This design comes from an exercise in tuning for small area on the open sky130 flow, not from production work. Only simulation tests tie the RTL to the original design; equivalence was not proved.

// cordic
module cordic #(
    parameter INPUT_DATA_WIDTH = 16,
    parameter ITERATIONS = 16
)(
    input wire i_clk,
    input wire i_resetn,
    input wire signed [INPUT_DATA_WIDTH - 1:0] i_xIn,
    input wire signed [INPUT_DATA_WIDTH - 1:0] i_yIn,
    input wire signed [31:0] i_angle,
    output reg signed [INPUT_DATA_WIDTH:0] o_xOut,
    output reg signed [INPUT_DATA_WIDTH:0] o_yOut
);
Size: ~3400 cells after synthesis, roughly 830 flip-flops, ~100 I/O pins, ~39000 sq um of cells after synthesis.
Settings: LEC_CHECK=0, CAP_MARGIN=20, CORE_MARGIN=2, CORE_UTILIZATION=60, CTS_CLUSTER_DIAMETER=90, CTS_CLUSTER_SIZE=28, GPL_TIMING_DRIVEN=0, SLEW_MARGIN=20; clock period 5.5 ns.
standard.sh (not shown) runs the stock make flow with config.mk's settings and CLKGATE_MAP_FILE= SYNTH_SCRIPT=/design/flow/synth_recipe.tcl, a recipe that flattens the netlist after the stock synthesis.
==> flow/flow/run.sh <==
#!/bin/bash
# The standard layout (standard.sh: standard synthesis and the ORFS flow), with one change:
# the buffers that placement puts on the input and output ports are the smallest buffer cell,
# sky130_fd_sc_hd__buf_1, instead of the flow's default choice. The make output (every tool's
# output, in order) goes to standard_flow.log here; ORFS keeps each step's own log under orfs/logs.
set -euo pipefail
export BUFFER_PORTS_ARGS="-buffer_cell sky130_fd_sc_hd__buf_1"
bash standard.sh > standard_flow.log 2>&1
The starting point went through all stages and came out clean.
Then changed:
CORE_UTILIZATION = 50   (was 60)
CTS_CLUSTER_DIAMETER = 95   (was 90)
CTS_CLUSTER_SIZE = 32   (was 28)
GPL_TIMING_DRIVEN = not set   (was 0)
Worst setup slack is better by 0.0030 ns.
Utilization went down by 12 points.
Routed wire length fell by 8.1%.
Then changed:
CTS_CLUSTER_DIAMETER = 90   (was 95)
CTS_CLUSTER_SIZE = 28   (was 32)
Outcome: The changed run passed the timing, design-rule and antenna checks; clock skew came out higher by 0.0059 ns; worst hold slack degrades by 0.0093 ns; die area does not change; setup slack improves by 0.025 ns.

* * *

Another version of the RTL of cordic (not shown whole).
Size: roughly 4200 cells after synthesis, ~50000 um2 of cells after synthesis.
==> flow/design.v (excerpt) <==
module cordic #(
    parameter INPUT_DATA_WIDTH = 16,
    parameter ITERATIONS = 16
)(
    input wire i_clk,
    input wire i_resetn,
    input wire signed [INPUT_DATA_WIDTH - 1:0] i_xIn,
    input wire signed [INPUT_DATA_WIDTH - 1:0] i_yIn,
    input wire signed [31:0] i_angle,
    output reg signed [INPUT_DATA_WIDTH:0] o_xOut,
    output reg signed [INPUT_DATA_WIDTH:0] o_yOut
);
export LEC_CHECK = 0
export CAP_MARGIN = 20
export CORE_MARGIN = 2
export CORE_UTILIZATION = 60
export CTS_CLUSTER_DIAMETER = 100
export CTS_CLUSTER_SIZE = 32
export SLEW_MARGIN = 20
create_clock -name core_clock -period 5.5 [get_ports {i_clk}]
run.sh (not shown) runs the stock make flow with config.mk's settings and CLKGATE_MAP_FILE= SYNTH_SCRIPT=/design/flow/synth_recipe.tcl, a recipe that flattens the netlist after the stock synthesis.
Stock flow here: none of the scripts above is used.
The starting point produced a clean layout.
Change:
Settings changed: CTS_CLUSTER_DIAMETER 100 to 80, CTS_CLUSTER_SIZE 32 to 25.
What happened: Die area does not change; synthesized cell count does not change; routed wire length rises by 0.61%.
Change:
Settings changed: CORE_UTILIZATION 60 to 55, CTS_BUF_LIST set to sky130_fd_sc_hd__clkbuf_8, CTS_CLUSTER_DIAMETER 80 to not set, CTS_CLUSTER_SIZE 25 to not set.
What happened: The new run finished with timing, DRC and antenna clean; final cell count climbs by 6.2%; die area increases by 9.0%; core utilization falls by 3.4 points; area after synthesis stays the same; clock-buffer cell count increases by 157; register-to-register slack improves by 0.03 ns; maximum frequency came out higher by 0.57%.
Change:
Settings changed: CORE_UTILIZATION 55 to 65, CTS_BUF_LIST sky130_fd_sc_hd__clkbuf_8 to sky130_fd_sc_hd__clkbuf_4.
Effect: Synthesized cell count does not change; worst hold slack is worse by 0.018 ns; clock-buffer cell count grows by 174; non-clock buffer count came out lower by 2.

* * *

cordic again, from the RTL that the note above started with.
==> flow/design.v (excerpt) <==
module cordic #(
    parameter INPUT_DATA_WIDTH = 16,
    parameter ITERATIONS = 16
)(
    input wire i_clk,
    input wire i_resetn,
    input wire signed [INPUT_DATA_WIDTH - 1:0] i_xIn,
    input wire signed [INPUT_DATA_WIDTH - 1:0] i_yIn,
    input wire signed [31:0] i_angle,
    output reg signed [INPUT_DATA_WIDTH:0] o_xOut,
    output reg signed [INPUT_DATA_WIDTH:0] o_yOut
);
clock: 5.5 ns
lec_check: 0
cap_margin: 20
core_margin: 2
core_utilization: 60
cts_cluster_diameter: 90
cts_cluster_size: 28
gpl_timing_driven: 0
slew_margin: 20
Rerun with:
- CORE_UTILIZATION: 60 -> 40
- CTS_CLUSTER_DIAMETER: 90 -> unset
- CTS_CLUSTER_SIZE: 28 -> unset
- GPL_TIMING_DRIVEN: 0 -> unset
After rerunning: Synthesized cell count stays the same. Area after synthesis does not change. Critical path depth goes down by 4. Maximum frequency rises by 4.8%. Wire length decreases by 4.7%. Non-clock buffer count came out lower by 29. Via count is about the same.

* * *

== run A ==
cordic with an RTL version that a note above also has.
Size: ~3,400 cells after synthesis, about 830 flip-flops, roughly 100 I/O pins, about 39,000 um^2 of cells after synthesis.
// cordic
module cordic #(
    parameter INPUT_DATA_WIDTH = 16,
    parameter ITERATIONS = 16
)(
    input wire i_clk,
    input wire i_resetn,
    input wire signed [INPUT_DATA_WIDTH - 1:0] i_xIn,
    input wire signed [INPUT_DATA_WIDTH - 1:0] i_yIn,
    input wire signed [31:0] i_angle,
    output reg signed [INPUT_DATA_WIDTH:0] o_xOut,
    output reg signed [INPUT_DATA_WIDTH:0] o_yOut
);
wire [1:0] q = i_angle[31:30];
wire signed [16:0] xs = i_xIn, ys = i_yIn;
wire signed [16:0] w_xpre = (q == 2'b01) ? -ys : (q == 2'b10) ? ys : xs;
wire signed [16:0] w_ypre = (q == 2'b01) ? xs : (q == 2'b10) ? -xs : ys;
wire w_nz29 = |i_angle[28:0];
wire w_d0 = ~q[1] & (i_angle[29] | w_nz29);
wire [1:0] w_t = {q[1], i_angle[29]};
wire [1:0] w_t1 = w_d0 ? w_t - 2'd1 : w_t + 2'd1;
wire w_d1 = (w_t1 == 2'b01) | ((w_t1 == 2'b00) & w_nz29);
reg signed [16:0] r_x0, r_y0;
reg [30:0] r_a1;
reg r_d0, r_d1;
always @(posedge i_clk or negedge i_resetn)
    if (~i_resetn) begin r_x0 <= 17'sd0; r_y0 <= 17'sd0; end
    else begin r_x0 <= w_xpre; r_y0 <= w_ypre; end
always @(posedge i_clk) begin
    r_a1 <= {w_t1, i_angle[28:0]};
    r_d0 <= w_d0;
    r_d1 <= w_d1;
end
wire [16:0] ax0_s;
wire ax0_c1; assign ax0_s[0] = r_x0[0] ^ (r_y0[0] ^ r_d0) ^ r_d0; assign ax0_c1 = (r_x0[0] & (r_y0[0] ^ r_d0)) | (r_x0[0] & r_d0) | ((r_y0[0] ^ r_d0) & r_d0);
wire ax0_c2; assign ax0_s[1] = r_x0[1] ^ (r_y0[1] ^ r_d0) ^ ax0_c1; assign ax0_c2 = (r_x0[1] & (r_y0[1] ^ r_d0)) | (r_x0[1] & ax0_c1) | ((r_y0[1] ^ r_d0) & ax0_c1);
wire ax0_c3; assign ax0_s[2] = r_x0[2] ^ (r_y0[2] ^ r_d0) ^ ax0_c2; assign ax0_c3 = (r_x0[2] & (r_y0[2] ^ r_d0)) | (r_x0[2] & ax0_c2) | ((r_y0[2] ^ r_d0) & ax0_c2);
wire ax0_c4; assign ax0_s[3] = r_x0[3] ^ (r_y0[3] ^ r_d0) ^ ax0_c3; assign ax0_c4 = (r_x0[3] & (r_y0[3] ^ r_d0)) | (r_x0[3] & ax0_c3) | ((r_y0[3] ^ r_d0) & ax0_c3);
wire ax0_c5; assign ax0_s[4] = r_x0[4] ^ (r_y0[4] ^ r_d0) ^ ax0_c4; assign ax0_c5 = (r_x0[4] & (r_y0[4] ^ r_d0)) | (r_x0[4] & ax0_c4) | ((r_y0[4] ^ r_d0) & ax0_c4);
wire ax0_c6; assign ax0_s[5] = r_x0[5] ^ (r_y0[5] ^ r_d0) ^ ax0_c5; assign ax0_c6 = (r_x0[5] & (r_y0[5] ^ r_d0)) | (r_x0[5] & ax0_c5) | ((r_y0[5] ^ r_d0) & ax0_c5);
  ...
export LEC_CHECK = 0
export CAP_MARGIN = 0
export CORE_MARGIN = 2
export CORE_UTILIZATION = 60
export CTS_CLUSTER_DIAMETER = 90
export CTS_CLUSTER_SIZE = 28
export SLEW_MARGIN = 0
create_clock -name core_clock -period 5.5 [get_ports {i_clk}]
standard.sh (not shown) runs the stock make flow with config.mk's settings and CLKGATE_MAP_FILE= SYNTH_SCRIPT=/design/flow/synth_recipe.tcl, a recipe that flattens the netlist after the stock synthesis.
Scripts as last shown in full above: flow/flow/run.sh
No stage failed in run A, and the final checks on the layout all came back clean.
What run B does differently from run A at the input level:
Settings: CORE_UTILIZATION: 60 -> 70; CAP_MARGIN: 0 -> 20; SLEW_MARGIN: 0 -> 20.
Number of cells traversed by the worst register-to-register path: run B < run A. Run B vs. run A: post-synthesis to final-layout area growth shows no meaningful change; worst hold slack now smaller. Run A and run B ended up with roughly the same clock skew.
## Diff of input files: run C against run B
Settings: CORE_UTILIZATION now 60, was 70.
==> flow/run.sh (new file) <==
#!/bin/bash
# synth_recipe.tcl (not shown) runs the flow's synth.tcl, then flattens the netlist and writes it again
# the make line also repeats each setting of config.mk as NAME=value (left out here)
make -C /OpenROAD-flow-scripts/flow DESIGN_CONFIG=/design/flow/config.mk WORK_HOME=/design/flow/orfs CLKGATE_MAP_FILE= SYNTH_SCRIPT=/design/flow/synth_recipe.tcl finish
removed: flow/flow/run.sh
removed: flow/standard.sh
Run C | status: complete | timing, DRC, antenna: pass
Clock network area share (higher): run C
Looking at wire length, run C sits 2.7% lower than run B does.
Number of global-route vias before repair shrinks by a few percent when moving from run B to run C.
[compare] base=run B new=run C: cell count rose by about 2.3%.
### run C -> run D
Settings: CAP_MARGIN now 10, was 20; SLEW_MARGIN now 10, was 20.
==> flow/flow/run.sh (new file) <==
#!/bin/bash
# The standard layout (standard.sh: standard synthesis and the ORFS flow), with one change:
# the buffers that placement puts on the input and output ports are the smallest buffer cell,
# sky130_fd_sc_hd__buf_1, instead of the flow's default choice. The make output (every tool's
# output, in order) goes to standard_flow.log here; ORFS keeps each step's own log under orfs/logs.
set -euo pipefail
export BUFFER_PORTS_ARGS="-buffer_cell sky130_fd_sc_hd__buf_1"
bash standard.sh > standard_flow.log 2>&1
==> flow/standard.sh (new file) <==
#!/bin/bash
# synth_recipe.tcl (not shown) runs the flow's synth.tcl, then flattens the netlist and writes it again
# the make line also repeats each setting of config.mk as NAME=value (left out here)
make -C /OpenROAD-flow-scripts/flow DESIGN_CONFIG=/design/flow/config.mk WORK_HOME=/design/flow/orfs CLKGATE_MAP_FILE= SYNTH_SCRIPT=/design/flow/synth_recipe.tcl "${@:-finish}"
removed: flow/run.sh
### Flow results
- Run D — non-clock buffer count 6 higher, run C as reference
- Setup slack: run D less than run C
- Via count essentially unchanged between run C and run D.

-- afterwards: timing with drivers on the ports --
Ports are ideal in the flow. The routed layouts listed here were re-timed in OpenROAD. Step 1: set_driving_cell puts a clkbuf_16 on i_clk and a buf_2 on each other input, an assumption about the parent block. Step 2 adds t to the input delays and takes it off the output delays; t is the mean of the earliest and latest rising clock arrival at the registers after step 1. Input paths then give back, and output paths get back, about the clock's delay inside the block. Three values: ideal ports, drivers, drivers and shift; two values: the first two.
| run | t, ns | setup slack, ns | worst setup path after step 2 |
|---|---|---|---|
| the first run of note 1 | 0.649 | 0.138 / 0.138 / 0.138 | register to register |
| the second run of note 1 | 0.657 | 0.141 / 0.141 / 0.141 | register to register |
| the third run of note 1 | 0.655 | 0.166 / 0.166 / 0.166 | register to register |
| the first run of note 2 | 0.669 | 0.415 / 0.415 / 0.415 | register to register |
| the second run of note 2 | 0.689 | 0.404 / 0.404 / 0.404 | register to register |
| the third run of note 2 | 0.877 | 0.433 / 0.433 / 0.433 | register to register |
| the fourth run of note 2 | 1.075 | 0.398 / 0.398 / 0.398 | register to register |
| the first run of note 3 | 0.675 | 0.229 / 0.229 / 0.229 | register to register |
| the second run of note 3 | 0.750 | 0.473 / 0.473 / 0.473 | register to register |
| run A | 0.657 | 0.131 / 0.131 / 0.131 | register to register |
| run B | 0.660 | 0.141 / 0.141 / 0.141 | register to register |
| run C | 0.646 | 0.195 / 0.195 / 0.195 | register to register |
| run D | 0.657 | 0.131 / 0.131 / 0.131 | register to register |
After both steps every run listed still meets setup and hold.
